From an optimization exercise on the open Yosys and OpenROAD flow, aimed at small area; shortcuts taken in it are not production practice. The RTL was checked by simulation tests, not by an equivalence proof against the original design. Power and IR drop assume default switching activity.

==> design.v <==
`timescale 1ns / 1ps
module FIFO #(
	parameter WIDTH = 8,
	parameter DEPTH = 8
	)(
	input clk,
	input rst_n,
	input [WIDTH - 1:0] writeData,
	input writeEn,
	output [WIDTH - 1:0] readData,
	input readEn,
	output full,
	output empty
	);
	localparam AW = $clog2(DEPTH);
	logic [AW:0] count;  
	logic [DEPTH - 1:0][WIDTH - 1:0] mem;
	assign full = count[AW];
	assign empty = count == 0;
	assign readData = mem[count[AW - 1:0]];
	always @(posedge clk) begin
		if (writeEn)
			mem <= {mem[DEPTH - 2:0], writeData};
		if (~rst_n)
			count <= 0;
		else if (writeEn & ~readEn)
			count <= count + 1'b1;
		else if (readEn & ~writeEn)
			count <= count - 1'b1;
	end
endmodule
`timescale 1ns / 1ps
module SPIwithFIFO #(
	parameter WIDTH = 8,
	parameter TxFIFODepth = 8,
	parameter RxFIFODepth = 8
	)(
	input clk,
	input rst_n,
    input CS_n,
    input SCLK,
    input MOSI,
    output MISO,
	output [WIDTH - 1:0] RXdata,
	input readEn,
	output RXFIFOempty,
	output RXFIFOfull,
	output TXFIFOempty,
	output TXFIFOfull,
	input [WIDTH - 1:0] TXdata,
	input writeEn
    );
	localparam RXAW = $clog2(RxFIFODepth);
	logic CS_nHist;  
	logic prevSCLK;
	logic CS_nFallingEdge;
	logic sclkRise, sclkFall;
	assign CS_nFallingEdge = CS_nHist & ~CS_n;
	assign sclkRise = ~prevSCLK & SCLK;
	assign sclkFall = prevSCLK & ~SCLK;
	always @(posedge clk) begin
		CS_nHist <= CS_n;
		prevSCLK <= SCLK;
	end
	logic [WIDTH - 1:0] shiftIn;
	logic [2:0] rxBitCount;
	logic rxByteDone;    
	logic writeRXFIFO;   
	always @(posedge clk) begin
		if (sclkRise)
			shiftIn <= {shiftIn[WIDTH - 2:0], MOSI};
		if (~rst_n) begin
			rxBitCount <= 3'b000;
			rxByteDone <= 1'b0;
			writeRXFIFO <= 1'b0;
		end else begin
			writeRXFIFO <= rxByteDone;
			rxByteDone <= sclkRise && rxBitCount == 3'b100;  
			if (CS_nFallingEdge)
				rxBitCount <= 3'b000;
			else if (sclkRise)
				rxBitCount <= {rxBitCount[1:0], ~(rxBitCount[2] ^ (rxBitCount[1] & ~rxBitCount[0]))};
		end
	end
	logic [RxFIFODepth - 1:0][WIDTH - 1:0] rxMem;
	logic [RXAW - 1:0] rxCount;  
	logic rxPending;
	logic rxShift;
	logic [WIDTH - 1:0] rxMux;
	always @* begin
		rxMux = 0;
		for (int j = 0; j < RxFIFODepth; j = j + 1)
			rxMux = rxMux | (rxMem[j] & {WIDTH{rxCount == j}});
	end
	assign RXdata = rxMux;
	assign RXFIFOempty = rxCount == 0;
	assign RXFIFOfull = rxPending;
	assign rxShift = writeRXFIFO ? (~&rxCount | readEn) : (rxPending & readEn);
	always @(posedge clk) begin
		if (~rst_n)
			rxMem[0] <= 0;  
		else if (rxShift)
			rxMem <= {rxMem[RxFIFODepth - 2:0], shiftIn};
		if (~rst_n) begin
			rxCount <= 0;
			rxPending <= 1'b0;
		end else begin
			if (rxShift & ~readEn)
				rxCount <= rxCount + 1'b1;
			else if (readEn & ~rxShift)
				rxCount <= rxCount - 1'b1;
			if (rxPending)
				rxPending <= ~readEn;
			else
				rxPending <= writeRXFIFO & (&rxCount) & ~readEn;
		end
	end
	logic [WIDTH - 1:0] shiftOut;
	logic [3:0] txBitCount;
	logic [3:0] txBitCountDec;
	logic readTXFIFO;   
	logic loadTX;       
	logic [WIDTH - 1:0] TXFIFOdata;
	assign MISO = shiftOut[WIDTH - 1];
	assign txBitCountDec = {txBitCount[2:0],
		txBitCount[2] ? (txBitCount[3] ^ (txBitCount[1] & txBitCount[0])) : ~txBitCount[3]};
	FIFO #(.WIDTH(WIDTH), .DEPTH(TxFIFODepth)) TXFIFO (
		.clk(clk),
		.rst_n(rst_n),
		.writeData(TXdata),
		.writeEn(writeEn),
		.readData(TXFIFOdata),
		.readEn(readTXFIFO),
		.full(TXFIFOfull),
		.empty(TXFIFOempty)
	);
	logic startTX;
	assign startTX = ~readTXFIFO & ~loadTX && txBitCount == 4'b0000 && ~TXFIFOempty && ~CS_nFallingEdge;
	always @(posedge clk) begin
		if (~rst_n) begin
			shiftOut <= 0;
			txBitCount <= 4'b0110;
			readTXFIFO <= 1'b0;
			loadTX <= 1'b0;
		end else begin
			readTXFIFO <= startTX;
			loadTX <= readTXFIFO;
			if (sclkFall)
				shiftOut <= {shiftOut[WIDTH - 2:0], 1'b0};
			else if (loadTX)
				shiftOut <= TXFIFOdata;
			if (sclkFall)
				txBitCount <= txBitCountDec;
			else if (startTX | CS_nFallingEdge)
				txBitCount <= 4'b0110;
		end
	end
endmodule
==> flow/run.sh <==
#!/bin/bash
# The standard layout (standard.sh), except that the input and output
# ports get the smallest buffer cell. Each tool's output goes to the ORFS logs
# under orfs/logs; standard.log holds the make output.
export BUFFER_PORTS_ARGS="-buffer_cell sky130_fd_sc_hd__buf_1"
bash standard.sh > standard.log 2>&1
==> standard.sh <==
#!/bin/bash
# synth_recipe.tcl (not shown) runs the flow's synth.tcl, then flattens the netlist and writes it again
# the make line also repeats each setting of config.mk as NAME=value (left out here)
make -C /OpenROAD-flow-scripts/flow DESIGN_CONFIG=/design/flow/config.mk WORK_HOME=/design/flow/orfs CLKGATE_MAP_FILE= SYNTH_SCRIPT=/design/flow/synth_recipe.tcl "${@:-finish}"
==> config.mk <==
export PLATFORM = sky130hd
export DESIGN_NAME = SPIwithFIFO
export DESIGN_NICKNAME = SPIwithFIFO
export VERILOG_FILES = /design/flow/design.v
export SDC_FILE = /design/flow/constraint.sdc
export NUM_CORES = 4
export LEC_CHECK = 0
export CAP_MARGIN = 20
export CORE_MARGIN = 2
export CORE_UTILIZATION = 75
export CTS_BUF_LIST = sky130_fd_sc_hd__clkbuf_8
export SLEW_MARGIN = 20
==> constraint.sdc <==
create_clock -name core_clock -period 5.0 [get_ports {clk}]
set_input_delay 1.0000 -clock core_clock [delete_from_list [all_inputs] [get_ports {clk}]]
set_output_delay 1.0000 -clock core_clock [all_outputs]
set_load 0.01 [all_outputs]
==> results of run 1 <==
## layout by cell type (no fill, tap or decap), types with 3 or more instances in the layout
master / n
edfxtp_1: 128
mux2i_1: 49
dfxtp_1: 36
buf_1: 26
nand2_1: 24
clkbuf_8: 20
a222oi_1: 16
a22oi_1: 16
nor2b_1: 15
ha_1: 11
and2_1: 9
nand3b_1: 9
a221o_1: 8
nor2_1: 7
a32o_1: 7
a21oi_1: 6
inv_1: 5
o21ai_0: 5
xnor2_1: 4
inv_6: 4
nand2b_1: 3
clkinv_4: 3
buf_4: 3
## worst max-delay path by stage
stage	start	endpoint	slack (ps)	cells after the start
floorplan	rst_n	rxMem[10]	1760	3
global placement	rxCount[0]	RXdata[0]	2110	6
detailed placement	readEn	rxMem[60]	2010	5
CTS	rxCount[0]	RXdata[1]	1480	6
global route	rxCount[0]	RXdata[1]	1370	6
finish	rxCount[0]	RXdata[1]	1470	6
## metrics by stage
step / hold WS [ps] / instances / cell area (um^2)
CTS: 449 / 548 / 7010
finish: 446 / 549 / 7040
detailed placement: 433 / 516 / 6600
floorplan: 412 / 405 / 6480
global placement: 417 / 516 / 6600
global route: 459 / 549 / 7040
## metal layers
layer / global-route usage [%] / vias to the layer above / part of all wire (%)
met1: 37.8 / 1783 / 42
li1: - / 1641 / -
met2: 38.0 / 170 / 47
met3: 8.09 / 18 / 8.8
met5: 0 / - / 0
met4: 9.64 / 0 / 1.8
## critical path, cell delays in order (launching register included)
cell	delay [ps]
dfxtp_1	410
inv_1	110
ha_1	470
a222oi_1	540
mux2i_1	150
a221o_1	270
buf_1	120
## registers in the layout, indices dropped and copies added, names as in the netlist
| register | flops |
|---|---|
| TXFIFO.mem | 64 |
| rxMem | 64 |
| shiftIn | 8 |
| shiftOut | 8 |
| TXFIFO.count | 4 |
| txBitCount | 4 |
| rxBitCount | 3 |
| rxCount | 3 |
| CS_nHist | 1 |
| loadTX | 1 |
| prevSCLK | 1 |
| readTXFIFO | 1 |
| rxByteDone | 1 |
| rxPending | 1 |
| writeRXFIFO | 1 |
## power breakdown
part | internal, W | switching (W) | leakage, nW
combinational | 0.000105 | 0.000140 | 0.720
sequential | 0.00152 | 0.0000412 | 1.49
clock | 0.000491 | 0.000495 | 0.207
## area by class of cell
class | count | area share (%)
inverters | 6 | 0.320
flip-flops and latches | 165 | 65.1
clock inverters | 12 | 2.01
repair buffers | 31 | 2.17
clock buffers | 20 | 3.91
multi-input cells | 210 | 24.6
well taps | 105 | 1.87
## logic make-up after synthesis
kind of cell               after synthesis  share of synthesized area [%]
muxes                                   51                           8.26
adders and majority gates               12                           2.43
AOI/OAI and AO/OA                       65                           8.32
DFF                                    165                           70.7
buffers and inverters                   30                           2.57
xor gates and xnor gates                 5                          0.676
and+or+nand+nor                         77                           6.99
==> reports/summary.json, run 1 <==
{
  "outcome": {
    "status": "finished clean"
  },
  "detailed_routing": {
    "detailedRoute.firstPassIterationCount": 8,
    "detail-route-antenna-nets": 0,
    "detail_route.iter0.violations": 369,
    "vias": 3612,
    "routed_via_density": 6.58,
    "post_drt_wl_per_cell_um": 21.6,
    "wl_um": 11900,
    "drcViolationCount": 0
  },
  "floorplan": {
    "die-width_um": 97.0,
    "fp.dieH_um": 97.0,
    "fp.dieArea_um2": 9400,
    "floorplan.rows": 33,
    "core_area_um2": 8300,
    "boundaryPins": 28,
    "starting_density_of_the_core_pct": 78.1
  },
  "finish": {
    "number_of_filler_instances_in_the_final_layout": 405,
    "final_nets": 458,
    "synthesis_to_layout_area_growth_pct": 8.65,
    "multi_input_comb_area_um2": 1730,
    "finalCoreUtilization_pct": 84.8,
    "layout-drive-gt1-share_pct": 10.1,
    "antenna-diode-count": 0,
    "sequential_cell_area_um2": 4590
  },
  "synthesis": {
    "postSynthRegisterBits": 165,
    "synth.top_cells.by_area": "edfxtp_1 59%, dfxtp_1 11%, mux2i_1 7.6%, a222oi_1 2.5%, ha_1 2.1%",
    "yosys-top-cells-count": "128 x edfxtp_1, 49 x mux2i_1, 37 x dfxtp_1",
    "syn-mean-instance-area_um2": 16.0,
    "number_of_enable_flip_flop_cells_after_synthesis": 128,
    "yosys.area.top_type": "edfxtp_1",
    "synth-seq-area-share_pct": 70.7,
    "most_used_standard_cell_by_instance_count_after_synthesis": "edfxtp_1",
    "yosys_warnings": 2,
    "syn-instance-count": 405,
    "synth_largest_type_area_fraction_pct": 59.3,
    "synth.lib_cells_used.distinct": 40,
    "total_standard_cell_area_after_synthesis_um2": 6480,
    "synth_fp_nets": 432,
    "synth-main-ff-cell": "edfxtp_1",
    "postSynth.asyncResetShare_pct": 0
  },
  "sta": {
    "slew_violations": 0,
    "max-slew-margin-rel_pct": 28.8,
    "tightestPinTransition_ps": 1070,
    "fmax_ghz": 0.283,
    "rsz_0062_raised_after_global_routing": "no",
    "clock-skew-final_ps": 16.6,
    "finalHoldViolations": 0,
    "min_period_ps": 3530,
    "setup_viol": 0,
    "period_share_pct": 70.6,
    "final_critical_path_setup_slack_ps": 1470,
    "setup_total_negative_slack_ps": 0
  },
  "placement": {
    "port_buffers": 27,
    "dp_worst_setup_slack_ps": 2010,
    "post-dp-hpwl_um": 7260,
    "gp_congestion": 0.772
  },
  "worst_setup_path": {
    "timing.critical_path.arrival_ps": 2530,
    "worst_ep_required_time_ps": 4000,
    "worst_setup_path_start_kind": "flop",
    "r2r_cells": 8,
    "r2r-end": "rxCount[2]",
    "timing.critical_path.fanout_max": 17,
    "crit-reg2reg-launch": "rxCount[0]",
    "endpoint_kind": "output pin",
    "setup_slack_reg_to_reg_ps": 2530,
    "criticalPathCategory": "flop to output pin"
  },
  "power": {
    "p_leak_nw": 2.42,
    "report.power.total_w": 0.00279,
    "ir_drop_mv": 0.367,
    "p_per_area_nw_per_um2": 396
  },
  "run": {
    "drv_cap": 0
  },
  "clocking": {
    "post_cts_resized": 0,
    "cts_inserted_buffers": 17,
    "cts_root_buf": "clkbuf_8",
    "clock_latency_ps": 460,
    "clockBufferDepth": 2,
    "cts.reportedPaths.clkPinSlew_ps": 80,
    "clock_tree_from_tritoncts": "yes",
    "clock_tree.htree_level_count": 4,
    "ctsHoldBuffers": 0,
    "cts_num_sinks": 165,
    "cts_post_setup_buffers_inserted": 0
  },
  "global_routing": {
    "grt_pass1_wl_um": 18800,
    "grt_max_degree": 65,
    "grt_util_all_layers_pct": 26.1,
    "overflow": 0,
    "grt_pass1_vias": 3562,
    "grt_antenna_before_repair": 0
  },
  "hold_path": {
    "worst_hold_path.endpoint": "writeRXFIFO",
    "hold_path_depth": 1,
    "worstHoldPathType": "flop to flop",
    "worstHoldStart": "rxByteDone"
  }
}
==> run 2, diff against run 1 <==
--- a/config.mk
+++ b/config.mk
@@ -5,8 +5,8 @@
 export SDC_FILE = /design/flow/constraint.sdc
 export NUM_CORES = 4
 export LEC_CHECK = 0
-export CAP_MARGIN = 20
+export CAP_MARGIN = 0
 export CORE_MARGIN = 2
 export CORE_UTILIZATION = 75
 export CTS_BUF_LIST = sky130_fd_sc_hd__clkbuf_8
-export SLEW_MARGIN = 20
+export SLEW_MARGIN = 0
==> run 2 against run 1 <==
  * First-iteration DRC count up 17%
  * Count of clock-buffer cells in the layout unchanged
  * Synthesized cell count unchanged
  * Non-clock buffer count down 1
==> reports/summary.json, run 2 <==
{
  "outcome": {
    "status": "finished clean"
  },
  "worst_setup_path": {
    "criticalPathCategory": "flop to output pin",
    "r2r_cells": 5,
    "worst_ep_required_time_ps": 4000,
    "crit-reg2reg-launch": "rxCount[0]",
    "critical_path.startpoint": "rxCount[0]",
    "r2r-end": "rxMem[19]",
    "setup_slack_reg_to_reg_ps": 2190,
    "timing.critical_path.arrival_ps": 2530,
    "timing.critical_path.fanout_max": 17,
    "worst_setup_path_start_kind": "flop",
    "endpoint_kind": "output pin",
    "worstSetupEndpoint": "RXdata[1]"
  },
  "synthesis": {
    "postSynthRegisterBits": 165,
    "synth-seq-area-share_pct": 70.7,
    "synth_largest_type_area_fraction_pct": 59.3,
    "synth_fp_nets": 432,
    "postSynth.asyncResetShare_pct": 0,
    "total_standard_cell_area_after_synthesis_um2": 6480,
    "yosys-top-cells-count": "128 x edfxtp_1, 49 x mux2i_1, 37 x dfxtp_1",
    "synth_top_family_by_area": "compound AO/OA/AOI/OAI gates",
    "syn-instance-count": 405,
    "yosys.area.top_type": "edfxtp_1",
    "synth-main-ff-cell": "edfxtp_1",
    "synthAdderAreaFrac_pct": 2.43,
    "synth_xor_xnor_area_share_pct": 0.676,
    "most_used_standard_cell_by_instance_count_after_synthesis": "edfxtp_1",
    "simple_logic_cell_fraction_of_the_synthesized_area_pct": 6.99,
    "synth_compound_area_share_pct": 8.32,
    "synth.lib_cells_used.distinct": 40,
    "number_of_enable_flip_flop_cells_after_synthesis": 128,
    "syn-mean-instance-area_um2": 16.0,
    "synth.top_cells.by_area": "edfxtp_1 59%, dfxtp_1 11%, mux2i_1 7.6%, a222oi_1 2.5%, ha_1 2.1%",
    "yosys_warnings": 2,
    "share_of_synthesized_area_spent_on_multiplexers_pct": 8.26
  },
  "sta": {
    "fmax_ghz": 0.283,
    "max-slew-margin-rel_pct": 17.7,
    "clock-skew-final_ps": 17.2,
    "period_share_pct": 70.6,
    "min_period_ps": 3530,
    "tightestPinTransition_ps": 1230,
    "rsz_0062_raised_after_global_routing": "no",
    "final_critical_path_setup_slack_ps": 1470,
    "whs_ps": 446,
    "slew_violations": 0,
    "setup_viol": 0,
    "finalHoldViolations": 0,
    "setup_total_negative_slack_ps": 0
  },
  "power": {
    "ir_drop_mv": 0.368,
    "p_per_area_nw_per_um2": 397,
    "report.power.total_w": 0.00279,
    "p_leak_nw": 2.41
  },
  "detailed_routing": {
    "detail_route.iter0.violations": 431,
    "detailedRoute.firstPassIterationCount": 7,
    "drcViolationCount": 0,
    "post_drt_wl_per_cell_um": 21.5,
    "detail-route-antenna-nets": 0,
    "wl_um": 11800,
    "routed_via_density": 6.52,
    "vias": 3572
  },
  "placement": {
    "port_buffers": 27,
    "postPlaceCellArea_um2": 6600,
    "post-dp-hpwl_um": 7260,
    "dp_worst_setup_slack_ps": 2010,
    "gp_congestion": 0.772
  },
  "clocking": {
    "cts_inserted_buffers": 17,
    "clock_tree_from_tritoncts": "yes",
    "clockBufferDepth": 2,
    "cts_post_setup_buffers_inserted": 0,
    "ctsHoldBuffers": 0,
    "clock_latency_ps": 460,
    "cts_root_buf": "clkbuf_8",
    "post_cts_resized": 0,
    "cts.reportedPaths.clkPinSlew_ps": 80,
    "clock_tree.htree_level_count": 4,
    "cts_num_sinks": 165
  },
  "floorplan": {
    "fp.dieArea_um2": 9400,
    "die-width_um": 97.0,
    "fp.dieH_um": 97.0,
    "core_area_um2": 8300,
    "floorplan.rows": 33,
    "starting_density_of_the_core_pct": 78.1,
    "boundaryPins": 28
  },
  "global_routing": {
    "grt_antenna_before_repair": 0,
    "grt_max_degree": 65,
    "grt_pass1_vias": 3562,
    "overflow": 0,
    "grt_util_all_layers_pct": 26.1,
    "grt_pass1_wl_um": 18800
  },
  "finish": {
    "top_regs": "TXFIFO.mem: 64 flops, rxMem: 64 flops",
    "final_nets": 457,
    "layout-drive-gt1-share_pct": 9.93,
    "antenna-diode-count": 0,
    "mostFrequentLayoutCells": "128 x edfxtp_1, 49 x mux2i_1, 36 x dfxtp_1",
    "synthesis_to_layout_area_growth_pct": 8.21,
    "post-route-cell-area_um2": 7010,
    "mostFrequentLayoutCell": "edfxtp_1",
    "number_of_filler_instances_in_the_final_layout": 409
  },
  "hold_path": {
    "worstHoldPathType": "flop to flop"
  },
  "run": {
    "drv_cap": 0
  }
}
[run 2: through the flow]
stage | util (%) | instances
6_report | 84.5 | 548
3_3_place_gp | 79.5 | 516
3_5_place_dp | 79.5 | 516
4_1_cts | 84.5 | 548
2_1_floorplan | - | 405
5_1_grt | 84.5 | 548
[run 2: layer usage]
| layer | routed length [um] | GRT usage (%) | up-vias | share of wire [%] |
|---|---|---|---|---|
| met3 | 969 | 8.09 | 17 | 8.2 |
| met4 | 204 | 9.64 | 0 | 1.7 |
| met1 | 5050 | 37.8 | 1764 | 43 |
| met2 | 5540 | 38.0 | 159 | 47 |
| met5 | 0 | 0 | - | 0 |
| li1 | - | - | 1632 | - |
[run 2: layout make-up]
class	instances	area, um^2	share of cell area (%)
Tap cell	105	131	1.87
Inverter	6	22.5	0.321
Multi-Input combinational cell	210	1730	24.7
Clock inverter	12	141	2.02
Clock buffer	20	275	3.93
Timing Repair Buffer	30	125	1.78
Sequential cell	165	4590	65.4
[run 2: how the worst min path moves through the flow]
stage               start     endpoint  slack (ps)  cells after the start
2_1_floorplan  rxByteDone  writeRXFIFO         410                      1
3_3_place_gp   rxByteDone  writeRXFIFO         420                      1
3_5_place_dp    rxMem[46]    rxMem[54]         430                      0
4_1_cts        rxByteDone  writeRXFIFO         450                      1
5_1_grt        rxByteDone  writeRXFIFO         460                      1
6_report       rxByteDone  writeRXFIFO         450                      1
[run 2: kinds of logic after synthesis]
group | after synthesis
compound gates | 65
flops | 165
fa+ha+maj | 12
buf+inv | 30
xor+xnor | 5
mux | 51
simple gates | 77
[run 2: critical path: stages, from the launching register on]
cell,delay (ps)
dfxtp_1,400
inv_1,100
ha_1,450
a222oi_1,560
mux2i_1,150
a221o_1,270
buf_1,120
[run 2: power by group]
| group | switching [W] | total (W) | internal, W |
|---|---|---|---|
| Combinational | 0.000131 | 0.000233 | 0.000102 |
| Sequential | 0.0000474 | 0.00157 | 0.00152 |
| Clock | 0.000496 | 0.000987 | 0.000491 |
| Total | 0.000675 | 0.00279 | 0.00211 |
==> run 3, diff against run 2 <==
==> flow/run.sh (replaced) <==
#!/bin/bash
# The standard layout (standard.sh), except that:
# - the input and output ports get the smallest buffer cell;
# - clock tree synthesis adds no dummy loads (cells that only balance the
#   load of the clock tree's leaf nets).
# Each tool's output goes to its own log under orfs/logs; standard.log holds
# the make output.
export BUFFER_PORTS_ARGS="-buffer_cell sky130_fd_sc_hd__buf_1"
export CTS_ARGS="-sink_clustering_enable -repair_clock_nets -buf_list sky130_fd_sc_hd__clkbuf_8 -dont_use_dummy_load"
bash standard.sh > standard.log 2>&1
--- a/config.mk
+++ b/config.mk
@@ -5,8 +5,8 @@
 export SDC_FILE = /design/flow/constraint.sdc
 export NUM_CORES = 4
 export LEC_CHECK = 0
-export CAP_MARGIN = 0
+export CAP_MARGIN = 20
 export CORE_MARGIN = 2
-export CORE_UTILIZATION = 75
+export CORE_UTILIZATION = 70
 export CTS_BUF_LIST = sky130_fd_sc_hd__clkbuf_8
-export SLEW_MARGIN = 0
+export SLEW_MARGIN = 20
==> run 3 against run 2 <==
  * Critical endpoint is now RXdata[4]
  * Register-to-register slack improved by 380 ps
  * Maximum frequency rose by 4.4%
  * Critical path depth did not move
  * Still clean
  * Die area rose by 6.8%
  * Total power fell by 11%
  * Sequential share of layout area rose by 1.7 points
  * Largest power group unchanged
  * Flip-flop and latch count did not move
  * Critical path type unchanged
  * Count of clock-buffer cells in the layout fell by 3
  * Clock power fell by 31%
==> reports/summary.json, run 3 <==
{
  "worst_setup_path": {
    "crit-reg2reg-launch": "rxCount[0]",
    "timing.critical_path.fanout_max": 17,
    "timing.critical_path.arrival_ps": 2380,
    "criticalPathCategory": "flop to output pin",
    "worst_path_cell_trace": "inv_1, ha_1, a222oi_1, mux2i_1, a221o_1, buf_1",
    "endpoint_kind": "output pin",
    "setup_slack_reg_to_reg_ps": 2570,
    "cp_slowest_stage_delay_ps": 470,
    "cp_slowest_cell": "a222oi_1",
    "r2r_cells": 5,
    "cp_num_buf_inv": 2,
    "crit_path_max_delay_family": "compound AO/OA/AOI/OAI gates",
    "worst_ep_required_time_ps": 4000,
    "worst_setup_path_start_kind": "flop",
    "r2r-end": "rxMem[48]"
  },
  "synthesis": {
    "share_of_synthesized_area_spent_on_multiplexers_pct": 8.26,
    "yosys_warnings": 2,
    "most_used_standard_cell_by_instance_count_after_synthesis": "edfxtp_1",
    "synth-seq-area-share_pct": 70.7,
    "simple_logic_cell_fraction_of_the_synthesized_area_pct": 6.99,
    "synth_top_family_by_area": "compound AO/OA/AOI/OAI gates",
    "synth_xor_xnor_area_share_pct": 0.676,
    "synth-main-ff-cell": "edfxtp_1",
    "synth_largest_type_area_fraction_pct": 59.3,
    "syn-instance-count": 405,
    "syn-mean-instance-area_um2": 16.0,
    "synth_fp_nets": 432,
    "synth_compound_area_share_pct": 8.32,
    "yosys.area.top_type": "edfxtp_1",
    "yosys-top-cells-count": "128 x edfxtp_1, 49 x mux2i_1, 37 x dfxtp_1",
    "synth.lib_cells_used.distinct": 40,
    "number_of_enable_flip_flop_cells_after_synthesis": 128,
    "synth.top_cells.by_area": "edfxtp_1 59%, dfxtp_1 11%, mux2i_1 7.6%, a222oi_1 2.5%, ha_1 2.1%",
    "total_standard_cell_area_after_synthesis_um2": 6480,
    "postSynthRegisterBits": 165,
    "postSynth.asyncResetShare_pct": 0,
    "synthAdderAreaFrac_pct": 2.43
  },
  "clocking": {
    "clock_tree_from_tritoncts": "yes",
    "cts_num_sinks": 165,
    "post_cts_resized": 0,
    "clock_latency_ps": 440,
    "clockBufferDepth": 2,
    "clock_tree.htree_level_count": 4,
    "ctsHoldBuffers": 0,
    "cts_inserted_buffers": 17,
    "cts.reportedPaths.clkPinSlew_ps": 80,
    "cts_root_buf": "clkbuf_8",
    "cts_post_setup_buffers_inserted": 0
  },
  "global_routing": {
    "grt_antenna_before_repair": 0,
    "grt_pass1_vias": 3402,
    "overflow": 0,
    "grt_util_all_layers_pct": 21.4,
    "grt_pass1_wl_um": 16700,
    "grt_max_degree": 65
  },
  "run": {
    "drv_cap": 0
  },
  "placement": {
    "placed_cells_incl_taps": 522,
    "post-dp-hpwl_um": 6340,
    "gp_congestion": 0.774,
    "port_buffers": 27
  },
  "detailed_routing": {
    "detail-route-antenna-nets": 0,
    "vias": 3364,
    "post_drt_wl_per_cell_um": 18.4,
    "wl_um": 9890,
    "routed_via_density": 6.24,
    "detail_route.iter0.violations": 194,
    "detailedRoute.firstPassIterationCount": 6,
    "drcViolationCount": 0
  },
  "sta": {
    "setup_total_negative_slack_ps": 0,
    "slew_violations": 0,
    "max-slew-margin-rel_pct": 27.0,
    "tightestPinTransition_ps": 1090,
    "period_share_pct": 67.6,
    "setup_viol": 0,
    "clock-skew-final_ps": 32.3,
    "min_period_ps": 3380,
    "fmax_ghz": 0.296,
    "finalHoldViolations": 0,
    "rsz_0062_raised_after_global_routing": "no"
  },
  "finish": {
    "finalNonFillerCells": 539,
    "synthesis_to_layout_area_growth_pct": 5.52,
    "top_regs": "TXFIFO.mem: 64 flops, rxMem: 64 flops",
    "layout-drive-gt1-share_pct": 6.78,
    "antenna-diode-count": 0,
    "mostFrequentLayoutCell": "edfxtp_1",
    "mostFrequentLayoutCells": "128 x edfxtp_1, 49 x mux2i_1, 36 x dfxtp_1",
    "final_nets": 457
  },
  "floorplan": {
    "starting_density_of_the_core_pct": 71.1,
    "fp.dieH_um": 100,
    "die-width_um": 100,
    "boundaryPins": 28,
    "floorplan.rows": 35,
    "fp.dieArea_um2": 10000,
    "core_area_um2": 9110
  },
  "hold_path": {
    "hold_path_depth": 1,
    "worstHoldStart": "rxByteDone",
    "worst_hold_path.endpoint": "writeRXFIFO",
    "worstHoldPathType": "flop to flop"
  },
  "power": {
    "ir_drop_mv": 0.249,
    "p_per_area_nw_per_um2": 361,
    "p_leak_nw": 2.32
  },
  "outcome": {
    "status": "finished clean"
  }
}
==> run 3: cell type report <==
type	count	area (um^2)
Sequential cell	165	4590
Fill cell	568	2270
Multi-Input combinational cell	210	1730
Clock buffer	17	234
Tap cell	111	139
Timing Repair Buffer	30	125
Inverter	6	22.5
==> run 3: per-layer routing <==
metal / up-vias / routed length, um / GRT usage [%]
met5: - / 0 / 0
met4: 0 / 96 / 8.01
met3: 9 / 415 / 4.60
met2: 79 / 4850 / 35.0
met1: 1655 / 4530 / 28.7
li1: 1621 / - / -
==> run 3: logic make-up (layout without fill, tap and decap cells) <==
logic type | Yosys count | after routing
xor+xnor | 5 | 5
fa+ha+maj | 12 | 12
flops | 165 | 165
mux | 51 | 51
simple gates | 77 | 77
buf+inv | 30 | 53
compound gates | 65 | 65
==> run 3: worst max-delay path by stage <==
stage,depth (start not counted),slack [ps],from,to
final,6,1620,rxCount[0],RXdata[4]
after global routing,6,1450,rxCount[0],RXdata[0]
after CTS,6,1600,rxCount[0],RXdata[4]
after detailed placement,5,2000,readEn,rxMem[29]
after global placement,5,2110,readEn,rxMem[38]
after floorplan,3,1760,rst_n,rxMem[10]
==> run 3: power breakdown <==
| part | internal, W | switching [W] |
|---|---|---|
| sequential | 0.00152 | 0.0000454 |
| combinational | 0.000102 | 0.000119 |
| clock | 0.000300 | 0.000380 |
| total | 0.00192 | 0.000545 |
==> run 3: stage by stage <==
stage | area, um^2 | setup WS [ps] | hold slack (ps) | total power [W] | utilization, %
2_1_floorplan | 6480 | 1760 | 412 | 0.00176 | -
5_1_grt | 6840 | 1450 | 435 | 0.00256 | 75.1
6_report | 6840 | 1620 | 419 | 0.00247 | 75.1
3_5_place_dp | 6600 | 2000 | 419 | 0.00182 | 72.5
4_1_cts | 6840 | 1600 | 421 | 0.00248 | 75.1
3_3_place_gp | 6600 | 2110 | 415 | 0.00181 | 72.5
==> run 4, diff against run 3 <==
--- a/design.v
+++ b/design.v
@@ -7,7 +7,7 @@
 	input rst_n,
 	input [WIDTH - 1:0] writeData,
 	input writeEn,
-	output [WIDTH - 1:0] readData,
+	output logic [WIDTH - 1:0] readData,
 	input readEn,
 	output full,
 	output empty
@@ -17,7 +17,11 @@
 	logic [DEPTH - 1:0][WIDTH - 1:0] mem;
 	assign full = count[AW];
 	assign empty = count == 0;
-	assign readData = mem[count[AW - 1:0]];
+	always_comb begin
+		readData = 0;
+		for (int j = 0; j < DEPTH; j = j + 1)
+			readData = readData | (mem[j] & {WIDTH{count[AW - 1:0] == j}});
+	end
 	always @(posedge clk) begin
 		if (writeEn)
 			mem <= {mem[DEPTH - 2:0], writeData};
@@ -87,7 +91,7 @@
 	logic rxPending;
 	logic rxShift;
 	logic [WIDTH - 1:0] rxMux;
-	always @* begin
+	always_comb begin
 		rxMux = 0;
 		for (int j = 0; j < RxFIFODepth; j = j + 1)
 			rxMux = rxMux | (rxMem[j] & {WIDTH{rxCount == j}});
==> run 4 against run 3 <==
  * Still clean on timing, DRC and antenna
  * Sequential share of layout area decreased by 0.34 points
  * Maximum frequency increased by 0.13%
  * Synthesized cell count increased by 4.0%
  * Largest cell class unchanged
==> reports/summary.json, run 4 <==
{
  "floorplan": {
    "starting_density_of_the_core_pct": 70.9,
    "core_area_um2": 9110,
    "fp.dieH_um": 100,
    "die-width_um": 100,
    "floorplan.rows": 35,
    "boundaryPins": 28,
    "fp.dieArea_um2": 10000
  },
  "synthesis": {
    "yosys.area.top_type": "edfxtp_1",
    "synth_xor_xnor_area_share_pct": 0.814,
    "synth_compound_area_share_pct": 10.1,
    "syn-mean-instance-area_um2": 15.3,
    "synth-main-ff-cell": "edfxtp_1",
    "share_of_synthesized_area_spent_on_multiplexers_pct": 6.49,
    "postSynth.asyncResetShare_pct": 0,
    "most_used_standard_cell_by_instance_count_after_synthesis": "edfxtp_1",
    "synth_fp_nets": 448,
    "synth-seq-area-share_pct": 71.0,
    "synth.top_cells.by_area": "edfxtp_1 60%, dfxtp_1 11%, mux2i_1 3.9%, a222oi_1 2.5%, ha_1 2.1%",
    "postSynthRegisterBits": 165,
    "total_standard_cell_area_after_synthesis_um2": 6460,
    "synth_top_family_by_area": "compound AO/OA/AOI/OAI gates",
    "number_of_enable_flip_flop_cells_after_synthesis": 128,
    "synth.lib_cells_used.distinct": 52,
    "yosys-top-cells-count": "128 x edfxtp_1, 37 x dfxtp_1, 25 x mux2i_1",
    "simple_logic_cell_fraction_of_the_synthesized_area_pct": 6.94,
    "synthAdderAreaFrac_pct": 2.44,
    "yosys_warnings": 2,
    "synth_largest_type_area_fraction_pct": 59.5,
    "syn-instance-count": 421
  },
  "global_routing": {
    "grt_antenna_before_repair": 0,
    "grt_max_degree": 65,
    "grt_util_all_layers_pct": 21.9,
    "grt_pass1_vias": 3503,
    "grt_pass1_wl_um": 16800,
    "overflow": 0
  },
  "placement": {
    "post-dp-hpwl_um": 6560,
    "gp_congestion": 0.773,
    "port_buffers": 27,
    "postPlaceCellArea_um2": 6640
  },
  "clocking": {
    "cts.reportedPaths.clkPinSlew_ps": 100,
    "clock_latency_ps": 430,
    "cts_inserted_buffers": 17,
    "clock_tree.htree_level_count": 4,
    "cts_num_sinks": 165,
    "clockBufferDepth": 2,
    "clock_tree_from_tritoncts": "yes",
    "ctsHoldBuffers": 0,
    "cts_root_buf": "clkbuf_8",
    "post_cts_resized": 0,
    "cts_post_setup_buffers_inserted": 0
  },
  "worst_setup_path": {
    "cp_slowest_cell": "a222oi_1",
    "setup_slack_reg_to_reg_ps": 1720,
    "worst_setup_path_start_kind": "flop",
    "timing.critical_path.arrival_ps": 2380,
    "timing.critical_path.fanout_max": 17,
    "worst_path_cell_trace": "inv_1, ha_1, a222oi_1, mux2i_1, a221o_1, buf_1",
    "criticalPathCategory": "flop to output pin",
    "endpoint_kind": "output pin",
    "worst_ep_required_time_ps": 4000,
    "cp_slowest_stage_delay_ps": 460
  },
  "detailed_routing": {
    "detail-route-antenna-nets": 0,
    "wl_um": 10400,
    "routed_via_density": 6.36,
    "detailedRoute.firstPassIterationCount": 10,
    "detail_route.iter0.violations": 254,
    "vias": 3550,
    "post_drt_wl_per_cell_um": 18.6,
    "drcViolationCount": 0
  },
  "sta": {
    "rsz_0062_raised_after_global_routing": "no",
    "tightestPinTransition_ps": 964,
    "min_period_ps": 3380,
    "setup_total_negative_slack_ps": 0,
    "finalHoldViolations": 0,
    "fmax_ghz": 0.296,
    "whs_ps": 435,
    "max-slew-margin-rel_pct": 35.3,
    "clock-skew-final_ps": 32.1,
    "period_share_pct": 67.5,
    "slew_violations": 0,
    "setup_viol": 0
  },
  "power": {
    "ir_drop_mv": 0.215,
    "p_per_area_nw_per_um2": 362,
    "clock_power_share_pct": 27.7,
    "p_int_w": 0.00193,
    "power.share.sequential_pct": 62.4,
    "p_leak_nw": 2.32,
    "switching_share_pct": 22.5,
    "power.combinational.fraction_pct": 9.9,
    "total_net_switching_power_w": 0.000561
  },
  "finish": {
    "mostFrequentLayoutCell": "edfxtp_1",
    "layout-drive-gt1-share_pct": 7.83,
    "top_regs": "TXFIFO.mem: 64 flops, rxMem: 64 flops",
    "final_nets": 476,
    "antenna-diode-count": 0,
    "synthesis_to_layout_area_growth_pct": 6.37,
    "post-route-cell-area_um2": 6870,
    "mostFrequentLayoutCells": "128 x edfxtp_1, 37 x dfxtp_1, 26 x buf_1"
  },
  "outcome": {
    "status": "finished clean"
  },
  "run": {
    "drv_cap": 0
  },
  "hold_path": {
    "worstHoldPathType": "flop to flop"
  }
}
==> run 4: kinds of logic (layout without fill, tap and decap cells) <==
| group | count (synthesis) | after routing |
|---|---|---|
| flip-flops | 165 | 165 |
| AO/OA/AOI/OAI | 88 | 88 |
| AND/OR/NAND/NOR | 80 | 80 |
| multiplexers | 36 | 36 |
| buffers and inverters | 34 | 60 |
| adder cells (fa/ha/maj) | 12 | 12 |
| XOR/XNOR | 6 | 6 |
==> run 4: worst paths after layout <==
kind / from / end / depth (start not counted)
worst min register to register: rxMem[36] / rxMem[44] / 0
worst min-delay path: rxMem[36] / rxMem[44] / 0
worst max register to register: rxCount[0] / rxMem[14] / 5
worst max-delay path: rxCount[0] / RXdata[4] / 6
==> run 4: metrics by stage <==
stage | power (W) | util (%) | instances | worst slack [ps]
global placement | 0.00182 | 72.9 | 541 | 1730
CTS | 0.00251 | 75.4 | 558 | 1600
global route | 0.00258 | 75.4 | 558 | 1450
detailed placement | 0.00183 | 72.9 | 541 | 1620
finish | 0.00249 | 75.4 | 558 | 1620
floorplan | 0.00176 | - | 421 | 1830
==> run 4: power groups by stage <==
stage / clock network [W] / registers [W] / logic [W]
floorplan: 0 / 0.00157 / 0.000187
global placement: 0 / 0.00158 / 0.000243
detailed placement: 0 / 0.00158 / 0.000248
CTS: 0.000706 / 0.00155 / 0.000248
global route: 0.000750 / 0.00156 / 0.000274
finish: 0.000689 / 0.00155 / 0.000248
==> run 4: routing by layer <==
layer	global-route usage (%)	routed length [um]	part of all wire, %	up-vias
met4	9.80	131	1.3	0
met5	0	0	0	-
met3	5.08	391	3.8	12
li1	-	-	-	1685
met1	28.7	4730	46	1767
met2	35.6	5110	49	86
==> run 4: worst max-delay path, delay by kind of cell (launching register included) <==
family / cells / cell delay, ps
DFF: 1 / 390
adders and majority gates: 1 / 450
buffers and inverters: 2 / 230
AOI/OAI and AO/OA: 2 / 740
muxes: 1 / 130
==> run 4: area by class of cell <==
class	instances	area, um^2
tap	111	139
sequential	165	4580
inverter	11	41.3
fill	573	2240
clock buffer	17	234
timing repair buffer	32	140
multi-input combinational	222	1730
==> run 5, diff against run 4 <==
--- a/design.v
+++ b/design.v
@@ -7,7 +7,7 @@
 	input rst_n,
 	input [WIDTH - 1:0] writeData,
 	input writeEn,
-	output logic [WIDTH - 1:0] readData,
+	output [WIDTH - 1:0] readData,
 	input readEn,
 	output full,
 	output empty
@@ -17,11 +17,7 @@
 	logic [DEPTH - 1:0][WIDTH - 1:0] mem;
 	assign full = count[AW];
 	assign empty = count == 0;
-	always_comb begin
-		readData = 0;
-		for (int j = 0; j < DEPTH; j = j + 1)
-			readData = readData | (mem[j] & {WIDTH{count[AW - 1:0] == j}});
-	end
+	assign readData = mem[count[AW - 1:0]];
 	always @(posedge clk) begin
 		if (writeEn)
 			mem <= {mem[DEPTH - 2:0], writeData};
@@ -91,7 +87,7 @@
 	logic rxPending;
 	logic rxShift;
 	logic [WIDTH - 1:0] rxMux;
-	always_comb begin
+	always @* begin
 		rxMux = 0;
 		for (int j = 0; j < RxFIFODepth; j = j + 1)
 			rxMux = rxMux | (rxMem[j] & {WIDTH{rxCount == j}});
@@ -138,11 +134,16 @@
 		.full(TXFIFOfull),
 		.empty(TXFIFOempty)
 	);
+	logic shiftOutEn;
+	logic [WIDTH - 1:0] shiftOutNext;
+	assign shiftOutEn = ~rst_n | sclkFall | loadTX;
+	assign shiftOutNext = ~rst_n ? {WIDTH{1'b0}} : sclkFall ? {shiftOut[WIDTH - 2:0], 1'b0} : TXFIFOdata;
 	logic startTX;
 	assign startTX = ~readTXFIFO & ~loadTX && txBitCount == 4'b0000 && ~TXFIFOempty && ~CS_nFallingEdge;
 	always @(posedge clk) begin
+		if (shiftOutEn)
+			shiftOut <= shiftOutNext;
 		if (~rst_n) begin
-			shiftOut <= 0;
 			txBitCount <= 4'b0110;
 			readTXFIFO <= 1'b0;
 			loadTX <= 1'b0;
@@ -150,10 +151,6 @@
 			readTXFIFO <= startTX;
 			loadTX <= readTXFIFO;
 			if (sclkFall)
-				shiftOut <= {shiftOut[WIDTH - 2:0], 1'b0};
-			else if (loadTX)
-				shiftOut <= TXFIFOdata;
-			if (sclkFall)
 				txBitCount <= txBitCountDec;
 			else if (startTX | CS_nFallingEdge)
 				txBitCount <= 4'b0110;
--- a/config.mk
+++ b/config.mk
@@ -7,6 +7,6 @@
 export LEC_CHECK = 0
 export CAP_MARGIN = 20
 export CORE_MARGIN = 2
-export CORE_UTILIZATION = 70
+export CORE_UTILIZATION = 80
 export CTS_BUF_LIST = sky130_fd_sc_hd__clkbuf_8
 export SLEW_MARGIN = 20
==> run 5 against run 4 <==
  * Critical path depth is the same
  * Clock skew shrank 3.4 ps
  * Highest routed layer unchanged
  * Die area shrank 13%
  * Critical path type unchanged
  * Wire length grew 18%
  * Largest power group unchanged
  * Maximum frequency shrank 1.5%
==> reports/summary.json, run 5 <==
{
  "global_routing": {
    "grt_antenna_before_repair": 0,
    "grt_max_degree": 65,
    "grt_pass1_vias": 3534,
    "grt_util_all_layers_pct": 30.6,
    "overflow": 0,
    "grt_pass1_wl_um": 19200
  },
  "synthesis": {
    "postSynthRegisterBits": 165,
    "number_of_enable_flip_flop_cells_after_synthesis": 136,
    "total_standard_cell_area_after_synthesis_um2": 6360,
    "most_used_standard_cell_by_instance_count_after_synthesis": "edfxtp_1",
    "yosys_warnings": 2,
    "synth.top_cells.by_area": "edfxtp_1 64%, dfxtp_1 9.1%, mux4_2 3.2%, mux2i_1 2.8%, ha_1 2.2%",
    "postSynth.asyncResetShare_pct": 0,
    "syn-instance-count": 390,
    "yosys.area.top_type": "edfxtp_1",
    "synth-main-ff-cell": "edfxtp_1",
    "synth.lib_cells_used.distinct": 44,
    "synth_fp_nets": 417,
    "yosys-top-cells-count": "136 x edfxtp_1, 31 x nor2_1, 29 x dfxtp_1",
    "syn-mean-instance-area_um2": 16.3,
    "synth-seq-area-share_pct": 73.4,
    "synth_largest_type_area_fraction_pct": 64.3
  },
  "worst_setup_path": {
    "endpoint_kind": "output pin",
    "worst_setup_path_start_kind": "flop",
    "worst_ep_required_time_ps": 4000,
    "timing.critical_path.fanout_max": 14,
    "timing.critical_path.arrival_ps": 2430,
    "criticalPathCategory": "flop to output pin"
  },
  "floorplan": {
    "starting_density_of_the_core_pct": 82.3,
    "fp.dieArea_um2": 8670,
    "floorplan.rows": 32,
    "boundaryPins": 28,
    "die-width_um": 93.1,
    "core_area_um2": 7730,
    "fp.dieH_um": 93.1
  },
  "finish": {
    "multi_input_comb_area_um2": 1580,
    "number_of_filler_instances_in_the_final_layout": 298,
    "synthesis_to_layout_area_growth_pct": 6.36,
    "top_regs": "TXFIFO.mem: 64 flops, rxMem: 64 flops",
    "sequential_cell_area_um2": 4660,
    "layout-drive-gt1-share_pct": 11.0,
    "final_nets": 446,
    "finalNonFillerCells": 519,
    "antenna-diode-count": 0,
    "mostFrequentLayoutCell": "edfxtp_1",
    "mostFrequentLayoutCells": "136 x edfxtp_1, 31 x nor2_1, 29 x dfxtp_1",
    "finalCoreUtilization_pct": 87.5
  },
  "outcome": {
    "status": "finished clean"
  },
  "power": {
    "p_leak_nw": 2.26,
    "p_per_area_nw_per_um2": 373,
    "ir_drop_mv": 0.288
  },
  "placement": {
    "post-dp-hpwl_um": 7570,
    "port_buffers": 27,
    "gp_congestion": 0.866,
    "placed_cells_incl_taps": 502
  },
  "clocking": {
    "clock_tree.htree_level_count": 4,
    "clockBufferDepth": 2,
    "cts_root_buf": "clkbuf_8",
    "clock_tree_from_tritoncts": "yes",
    "cts_post_setup_buffers_inserted": 0,
    "cts_inserted_buffers": 17,
    "cts_num_sinks": 165,
    "post_cts_resized": 0,
    "clock_latency_ps": 430,
    "ctsHoldBuffers": 0,
    "cts.reportedPaths.clkPinSlew_ps": 80
  },
  "sta": {
    "slew_violations": 0,
    "setup_viol": 0,
    "min_period_ps": 3430,
    "rsz_0062_raised_after_global_routing": "no",
    "tightestPinTransition_ps": 1010,
    "period_share_pct": 68.5,
    "fmax_ghz": 0.292,
    "setup_total_negative_slack_ps": 0,
    "max-slew-margin-rel_pct": 32.3,
    "finalHoldViolations": 0,
    "clock-skew-final_ps": 28.6
  },
  "detailed_routing": {
    "post_drt_wl_per_cell_um": 23.7,
    "detail-route-antenna-nets": 0,
    "detail_route.iter0.violations": 636,
    "detailedRoute.firstPassIterationCount": 6,
    "drcViolationCount": 0,
    "vias": 3677,
    "routed_via_density": 7.08,
    "wl_um": 12300
  },
  "hold_path": {
    "worstHoldPathType": "flop to flop"
  },
  "run": {
    "drv_cap": 0
  }
}
run 5: changes by cell type in the layout (fill, tap and decap cells not counted), sizes merged, moves of 7 or more:
cell    delta
nor2      +22
o21ai     -15
dfxtp      -8
edfxtp     +8
mux2i      -7
run 5: per-stage QoR:
stage / power, W / area (um^2) / hold slack [ps] / worst slack [ps]
floorplan: 0.00177 / 6360 / 412 / 1800
global placement: 0.00183 / 6530 / 417 / 2220
detailed placement: 0.00185 / 6530 / 426 / 2060
CTS: 0.00252 / 6760 / 438 / 1610
global route: 0.00259 / 6760 / 446 / 1460
finish: 0.00252 / 6760 / 439 / 1570
run 5: power by group:
part	internal (W)	switching [W]
registers	0.00154	0.0000462
clock network	0.000300	0.000388
logic	0.000103	0.000143
total	0.00194	0.000577
run 5: worst paths after layout:
kind / start / end / slack [ps] / cells past startpoint
setup / recovery: rxCount[0] / RXdata[6] / 1570 / 6
hold / removal: TXFIFO.mem[20] / TXFIFO.mem[28] / 440 / 0
setup reg to reg: rxCount[0] / rxCount[2] / 2520 / 8
hold reg to reg: TXFIFO.mem[20] / TXFIFO.mem[28] / 440 / 0
run 5: kinds of logic after synthesis:
| group | count (synthesis) | synth area share [%] |
|---|---|---|
| buffers and inverters | 28 | 1.85 |
| DFF | 165 | 73.4 |
| xor gates and xnor gates | 5 | 0.689 |
| and+or+nand+nor | 82 | 6.30 |
| muxes | 35 | 7.44 |
| AOI/OAI and AO/OA | 63 | 7.85 |
| adders and majority gates | 12 | 2.48 |
run 5: worst max-delay path: stages (launching register included):
cell and delay, ps:
dfxtp_1 410, inv_1 130, ha_1 430, a222oi_1 480
mux2i_1 150, a221o_1 280, buf_1 130
run 5: layout make-up:
| cell class | count | area share, % |
|---|---|---|
| clock buffer | 17 | 3.46 |
| multi-input combinational | 197 | 23.3 |
| tap | 102 | 1.89 |
| inverter | 7 | 0.389 |
| timing repair buffer | 31 | 1.96 |
| sequential | 165 | 69.0 |
run 5: layer usage:
metal / vias to the layer above / global-route usage [%] / share of wire, % / wire, um
met2: 272 / 47.6 / 49 / 5980
met5: - / 0 / 0 / 0
met3: 36 / 6.85 / 9.0 / 1100
met1: 1801 / 43.0 / 40 / 4880
li1: 1568 / - / - / -
met4: 0 / 12.9 / 2.5 / 309
==> run 6, diff against run 5 <==
--- a/config.mk
+++ b/config.mk
@@ -7,6 +7,6 @@
 export LEC_CHECK = 0
 export CAP_MARGIN = 20
 export CORE_MARGIN = 2
-export CORE_UTILIZATION = 80
+export CORE_UTILIZATION = 60
 export CTS_BUF_LIST = sky130_fd_sc_hd__clkbuf_8
 export SLEW_MARGIN = 20
==> run 6 against run 5 <==
  * Global-route usage is 10 points lower
  * Clock skew is 14 ps lower
  * Count of clock-buffer cells in the layout stayed put
  * Highest routed layer unchanged
==> reports/summary.json, run 6 <==
{
  "sta": {
    "rsz_0062_raised_after_global_routing": "no",
    "tightestPinTransition_ps": 986,
    "slew_violations": 0,
    "finalHoldViolations": 0,
    "setup_viol": 0,
    "fmax_ghz": 0.300,
    "period_share_pct": 66.6,
    "max-slew-margin-rel_pct": 34.1,
    "clock-skew-final_ps": 15.0,
    "min_period_ps": 3330,
    "whs_ps": 444,
    "setup_total_negative_slack_ps": 0
  },
  "run": {
    "drv_cap": 0
  },
  "worst_setup_path": {
    "worst_path_cell_trace": "inv_2, ha_1, a22o_1, a221oi_1, o21ai_0, buf_1",
    "criticalPathCategory": "flop to output pin",
    "worst_ep_required_time_ps": 4000,
    "worst_setup_path_start_kind": "flop",
    "cp_slowest_stage_delay_ps": 570,
    "timing.critical_path.arrival_ps": 2330,
    "endpoint_kind": "output pin",
    "cp_slowest_cell": "dfxtp_1",
    "timing.critical_path.fanout_max": 12
  },
  "floorplan": {
    "core_area_um2": 10300,
    "boundaryPins": 28,
    "fp.dieH_um": 107,
    "die-width_um": 107,
    "floorplan.rows": 37,
    "starting_density_of_the_core_pct": 61.6,
    "fp.dieArea_um2": 11400
  },
  "synthesis": {
    "postSynth.asyncResetShare_pct": 0,
    "postSynthRegisterBits": 165,
    "most_used_standard_cell_by_instance_count_after_synthesis": "edfxtp_1",
    "synth-main-ff-cell": "edfxtp_1",
    "yosys.area.top_type": "edfxtp_1",
    "syn-instance-count": 390,
    "synth_fp_nets": 417,
    "synth-seq-area-share_pct": 73.4,
    "synth_largest_type_area_fraction_pct": 64.3,
    "yosys_warnings": 2,
    "number_of_enable_flip_flop_cells_after_synthesis": 136,
    "synth.lib_cells_used.distinct": 44,
    "synth.top_cells.by_area": "edfxtp_1 64%, dfxtp_1 9.1%, mux4_2 3.2%, mux2i_1 2.8%, ha_1 2.2%",
    "syn-mean-instance-area_um2": 16.3,
    "yosys-top-cells-count": "136 x edfxtp_1, 31 x nor2_1, 29 x dfxtp_1",
    "total_standard_cell_area_after_synthesis_um2": 6360
  },
  "finish": {
    "synthesis_to_layout_area_growth_pct": 7.03,
    "layout-drive-gt1-share_pct": 11.0,
    "sequential_cell_area_um2": 4660,
    "mostFrequentLayoutCells": "136 x edfxtp_1, 31 x nor2_1, 29 x dfxtp_1",
    "antenna-diode-count": 0,
    "finalCoreUtilization_pct": 65.9,
    "multi_input_comb_area_um2": 1580,
    "number_of_filler_instances_in_the_final_layout": 730,
    "top_regs": "TXFIFO.mem: 64 flops, rxMem: 64 flops",
    "mostFrequentLayoutCell": "edfxtp_1",
    "final_nets": 446
  },
  "detailed_routing": {
    "route.met2.wl_um": 4510,
    "wirelength_met1_um": 5170,
    "wl_um": 10400,
    "detail_route.iter0.violations": 184,
    "post_drt_wl_per_cell_um": 18.8,
    "vias": 3349,
    "drcViolationCount": 0,
    "detailedRoute.firstPassIterationCount": 5,
    "detail-route-antenna-nets": 0,
    "routed_via_density": 6.06,
    "wl_met3_um": 574,
    "route.top_layer_used": "met4"
  },
  "placement": {
    "port_buffers": 27,
    "gp_congestion": 0.755,
    "post-dp-hpwl_um": 6410
  },
  "clocking": {
    "clockBufferDepth": 2,
    "ctsHoldBuffers": 0,
    "clock_latency_ps": 450,
    "cts_inserted_buffers": 17,
    "cts_num_sinks": 165,
    "cts.reportedPaths.clkPinSlew_ps": 70,
    "cts_post_setup_buffers_inserted": 0,
    "cts_root_buf": "clkbuf_8",
    "post_cts_resized": 0,
    "clock_tree_from_tritoncts": "yes",
    "clock_tree.htree_level_count": 4
  },
  "power": {
    "ir_drop_mv": 0.240,
    "p_leak_nw": 2.26,
    "p_per_area_nw_per_um2": 368
  },
  "global_routing": {
    "overflow": 0,
    "grt_util_all_layers_pct": 20.1,
    "grt_antenna_before_repair": 0,
    "grt_pass1_vias": 3277,
    "grt_max_degree": 65,
    "grt_pass1_wl_um": 17000
  },
  "outcome": {
    "status": "finished clean"
  },
  "hold_path": {
    "worstHoldPathType": "flop to flop"
  }
}
[run 6: cell counts in the layout (fill, tap and decap cells not counted)]
Identical to the previous run, type by type.
[run 6: cells by family after synthesis]
family / Yosys count / share of synthesized area, %
compound gates: 63 / 7.85
xor+xnor: 5 / 0.689
fa+ha+maj: 12 / 2.48
buf+inv: 28 / 1.85
flops: 165 / 73.4
mux: 35 / 7.44
simple gates: 82 / 6.30
[run 6: worst paths after layout]
kind	startpoint	to	slack [ps]	cells past startpoint
max reg2reg	rxCount[0]	rxMem[45]	2550	6
max	rxCount[2]	RXdata[0]	1670	6
min	TXFIFO.mem[2]	TXFIFO.mem[10]	440	0
min reg2reg	TXFIFO.mem[2]	TXFIFO.mem[10]	440	0
[run 6: final cells by class]
class                           instances  area share, %
Clock buffer                           17           3.44
Inverter                                7          0.386
Multi-Input combinational cell        197           23.2
Sequential cell                       165           68.6
Tap cell                              136           2.50
Timing Repair Buffer                   31           1.95
[run 6: where the power goes]
group	switching, W	internal (W)
Combinational	0.000128	0.000101
Sequential	0.0000410	0.00154
Clock	0.000390	0.000300
[run 6: worst max-delay path, delay by kind of cell, from the launching register on]
family	cells	cell delay (ps)
flip-flops	1	570
adder cells (fa/ha/maj)	1	370
buffers and inverters	2	350
AO/OA/AOI/OAI	3	600
[run 6: metal layers]
metal	global-route usage, %	up-vias
li1	-	1571
met1	30.2	1665
met2	27.4	97
met3	6.02	16
met4	8.81	0
met5	0	-
[run 6: per-stage QoR]
| step | instances | setup slack, ps | area, um^2 | power, W |
|---|---|---|---|---|
| final | 553 | 1670 | 6800 | 0.00250 |
| after global routing | 553 | 1440 | 6800 | 0.00261 |
| after CTS | 553 | 1640 | 6800 | 0.00252 |
| after detailed placement | 536 | 2150 | 6570 | 0.00184 |
| after global placement | 536 | 2160 | 6570 | 0.00184 |
| after floorplan | 390 | 1800 | 6360 | 0.00177 |
==> run 7, diff against run 6 <==
--- a/config.mk
+++ b/config.mk
@@ -7,6 +7,6 @@
 export LEC_CHECK = 0
 export CAP_MARGIN = 20
 export CORE_MARGIN = 2
-export CORE_UTILIZATION = 60
+export CORE_UTILIZATION = 70
 export CTS_BUF_LIST = sky130_fd_sc_hd__clkbuf_8
 export SLEW_MARGIN = 20
==> run 7 against run 6 <==
  * Critical path type unchanged
  * Largest power group unchanged
  * Area after synthesis is the same
  * Total power is 0.30% lower
  * Critical endpoint unchanged
  * Highest routed layer unchanged
  * Worst setup slack got worse by 13 ps
==> reports/summary.json, run 7 <==
{
  "hold_path": {
    "worst_hold_path.endpoint": "TXFIFO.mem[30]",
    "worstHoldPathType": "flop to flop",
    "hold_path_depth": 0,
    "worstHoldStart": "TXFIFO.mem[22]"
  },
  "synthesis": {
    "most_used_standard_cell_by_instance_count_after_synthesis": "edfxtp_1",
    "yosys_warnings": 2,
    "simple_logic_cell_fraction_of_the_synthesized_area_pct": 6.30,
    "synth-main-ff-cell": "edfxtp_1",
    "syn-mean-instance-area_um2": 16.3,
    "synth.top_cells.by_area": "edfxtp_1 64%, dfxtp_1 9.1%, mux4_2 3.2%, mux2i_1 2.8%, ha_1 2.2%",
    "yosys.area.top_type": "edfxtp_1",
    "synth_fp_nets": 417,
    "synth_top_family_by_area": "compound AO/OA/AOI/OAI gates",
    "synth_xor_xnor_area_share_pct": 0.689,
    "postSynth.asyncResetShare_pct": 0,
    "synth-seq-area-share_pct": 73.4,
    "number_of_enable_flip_flop_cells_after_synthesis": 136,
    "synth_largest_type_area_fraction_pct": 64.3,
    "synthAdderAreaFrac_pct": 2.48,
    "yosys-top-cells-count": "136 x edfxtp_1, 31 x nor2_1, 29 x dfxtp_1",
    "synth_compound_area_share_pct": 7.85,
    "postSynthRegisterBits": 165,
    "synth.lib_cells_used.distinct": 44,
    "share_of_synthesized_area_spent_on_multiplexers_pct": 7.44,
    "total_standard_cell_area_after_synthesis_um2": 6360,
    "syn-instance-count": 390
  },
  "detailed_routing": {
    "post_drt_wl_per_cell_um": 19.1,
    "vias": 3337,
    "routed_via_density": 6.36,
    "detailedRoute.firstPassIterationCount": 5,
    "wl_um": 10100,
    "detail_route.iter0.violations": 249,
    "detail-route-antenna-nets": 0,
    "drcViolationCount": 0
  },
  "worst_setup_path": {
    "crit-reg2reg-launch": "rxCount[0]",
    "setup_slack_reg_to_reg_ps": 2250,
    "timing.critical_path.arrival_ps": 2340,
    "r2r-end": "rxMem[30]",
    "r2r_cells": 6,
    "worst_setup_path_start_kind": "flop",
    "endpoint_kind": "output pin",
    "worst_ep_required_time_ps": 4000,
    "criticalPathCategory": "flop to output pin",
    "timing.critical_path.fanout_max": 12
  },
  "global_routing": {
    "grt_pass1_wl_um": 16200,
    "grt_antenna_before_repair": 0,
    "grt_max_degree": 65,
    "overflow": 0,
    "grt_pass1_vias": 3183,
    "grt_util_all_layers_pct": 21.6
  },
  "floorplan": {
    "starting_density_of_the_core_pct": 72.5,
    "core_area_um2": 8760,
    "floorplan.rows": 34,
    "boundaryPins": 28,
    "die-width_um": 99.3,
    "fp.dieH_um": 99.3,
    "fp.dieArea_um2": 9860
  },
  "finish": {
    "mostFrequentLayoutCells": "136 x edfxtp_1, 31 x nor2_1, 29 x dfxtp_1",
    "number_of_filler_instances_in_the_final_layout": 531,
    "layout-drive-gt1-share_pct": 11.0,
    "mostFrequentLayoutCell": "edfxtp_1",
    "antenna-diode-count": 0,
    "synthesis_to_layout_area_growth_pct": 6.48,
    "final_nets": 446,
    "top_regs": "TXFIFO.mem: 64 flops, rxMem: 64 flops",
    "finalNonFillerCells": 525
  },
  "clocking": {
    "clockBufferDepth": 2,
    "cts_root_buf": "clkbuf_8",
    "ctsHoldBuffers": 0,
    "cts.reportedPaths.clkPinSlew_ps": 80,
    "cts_post_setup_buffers_inserted": 0,
    "clock_latency_ps": 430,
    "cts_inserted_buffers": 17,
    "post_cts_resized": 0,
    "cts_num_sinks": 165,
    "clock_tree.htree_level_count": 4,
    "clock_tree_from_tritoncts": "yes"
  },
  "power": {
    "power.share.sequential_pct": 63.4,
    "power.combinational.fraction_pct": 9.1,
    "total_net_switching_power_w": 0.000551,
    "p_leak_nw": 2.26,
    "p_per_area_nw_per_um2": 368,
    "clock_power_share_pct": 27.5,
    "ir_drop_mv": 0.219,
    "p_int_w": 0.00194,
    "switching_share_pct": 22.1
  },
  "sta": {
    "clock-skew-final_ps": 25.1,
    "period_share_pct": 66.8,
    "setup_total_negative_slack_ps": 0,
    "setup_viol": 0,
    "finalHoldViolations": 0,
    "fmax_ghz": 0.299,
    "slew_violations": 0,
    "tightestPinTransition_ps": 969,
    "min_period_ps": 3340,
    "whs_ps": 434,
    "max-slew-margin-rel_pct": 35.3,
    "rsz_0062_raised_after_global_routing": "no"
  },
  "outcome": {
    "status": "finished clean"
  },
  "placement": {
    "post-dp-hpwl_um": 6290,
    "placed_cells_incl_taps": 508,
    "port_buffers": 27,
    "gp_congestion": 0.806
  },
  "run": {
    "drv_cap": 0
  }
}
==> run 7: cell counts after synthesis <==
Identical to the previous run, type by type.
==> run 7: metal layers <==
metal | part of all wire [%] | global-route usage [%] | vias up | routed length (um)
met5 | 0 | 0 | - | 0
met4 | 0.77 | 5.16 | 0 | 77
met3 | 5.5 | 6.61 | 7 | 555
met2 | 44 | 30.4 | 117 | 4440
met1 | 50 | 33.8 | 1641 | 4980
li1 | - | - | 1572 | -
==> run 7: worst max path at each step <==
stage                    start  slack (ps)  cells after the start   endpoint
floorplan               readEn        1800                      4  rxMem[10]
global placement        readEn        2130                      6  rxMem[47]
detailed placement      readEn        2060                      6  rxMem[55]
CTS                 rxCount[0]        1620                      6  RXdata[5]
global route        rxCount[2]        1520                      6  RXdata[0]
finish              rxCount[2]        1660                      6  RXdata[0]
==> run 7: final cells by class <==
cell class / count / area, um^2 / area share, %
inverter: 7 / 26.3 / 0.388
multi-input combinational: 197 / 1580 / 23.3
clock buffer: 17 / 234 / 3.46
sequential: 165 / 4660 / 68.9
tap: 108 / 135 / 2.00
timing repair buffer: 31 / 133 / 1.96
==> run 7: power by group through the flow <==
stage	combinational (W)	sequential, W	clock [W]
2_1_floorplan	0.000177	0.00159	0
3_3_place_gp	0.000224	0.00161	0
3_5_place_dp	0.000227	0.00161	0
4_1_cts	0.000229	0.00158	0.000703
5_1_grt	0.000250	0.00159	0.000747
6_report	0.000227	0.00158	0.000685
==> run 7: per-stage QoR <==
step           power (W)  worst slack (ps)  area, um^2  util (%)
2_1_floorplan    0.00177              1800        6360         -
3_3_place_gp     0.00183              2130        6530      74.6
3_5_place_dp     0.00184              2060        6530      74.6
4_1_cts          0.00251              1620        6770      77.2
5_1_grt          0.00259              1520        6770      77.2
6_report         0.00249              1660        6770      77.2
==> run 7: critical path, stage by stage, from the launching register on <==
cell and delay (ps):
dfxtp_1 600, inv_2 220, ha_1 390, a22o_1 270, a221oi_1 190, o21ai_0 120
buf_1 140
==> run 7: kinds of logic (layout without fill, tap and decap cells) <==
family,Yosys count,count (layout)
DFF,165,165
and+or+nand+nor,82,82
AOI/OAI and AO/OA,63,63
muxes,35,35
buffers and inverters,28,55
adders and majority gates,12,12
xor gates and xnor gates,5,5

-- what the ideal ports hide --
Ports are ideal in the flow. The routed layouts listed here were re-timed in OpenROAD. Step 1 (the two cells are an assumption about what drives the block):
set clk [get_ports {clk}]
set_driving_cell -lib_cell sky130_fd_sc_hd__clkbuf_16 $clk
set_driving_cell -lib_cell sky130_fd_sc_hd__buf_2 [delete_from_list [all_inputs] $clk]
Step 2 times the ports against the registers' clock, not the clock port: input delays grow and output delays shrink by t, the midpoint of the rising clock arrivals with the driver on. Slacks: ideal / step 1 / step 2; pairs: ideal / step 1.
run	t (ns)	setup WS [ns]	latest minus earliest clock arrival (ns)
run 1	0.484	1.471 / 1.436 / 1.920	0.017 / 0.017
run 2	0.485	1.471 / 1.437 / 1.922	0.018 / 0.018
run 3	0.449	1.620 / 1.590 / 2.038	0.034 / 0.035
run 4	0.453	1.625 / 1.589 / 1.656	0.036 / 0.035
run 5	0.457	1.573 / 1.538 / 1.995	0.032 / 0.033
run 6	0.476	1.671 / 1.635 / 2.111	0.015 / 0.015
run 7	0.450	1.659 / 1.625 / 2.051	0.032 / 0.032
After both steps setup and hold are still met in every run listed.
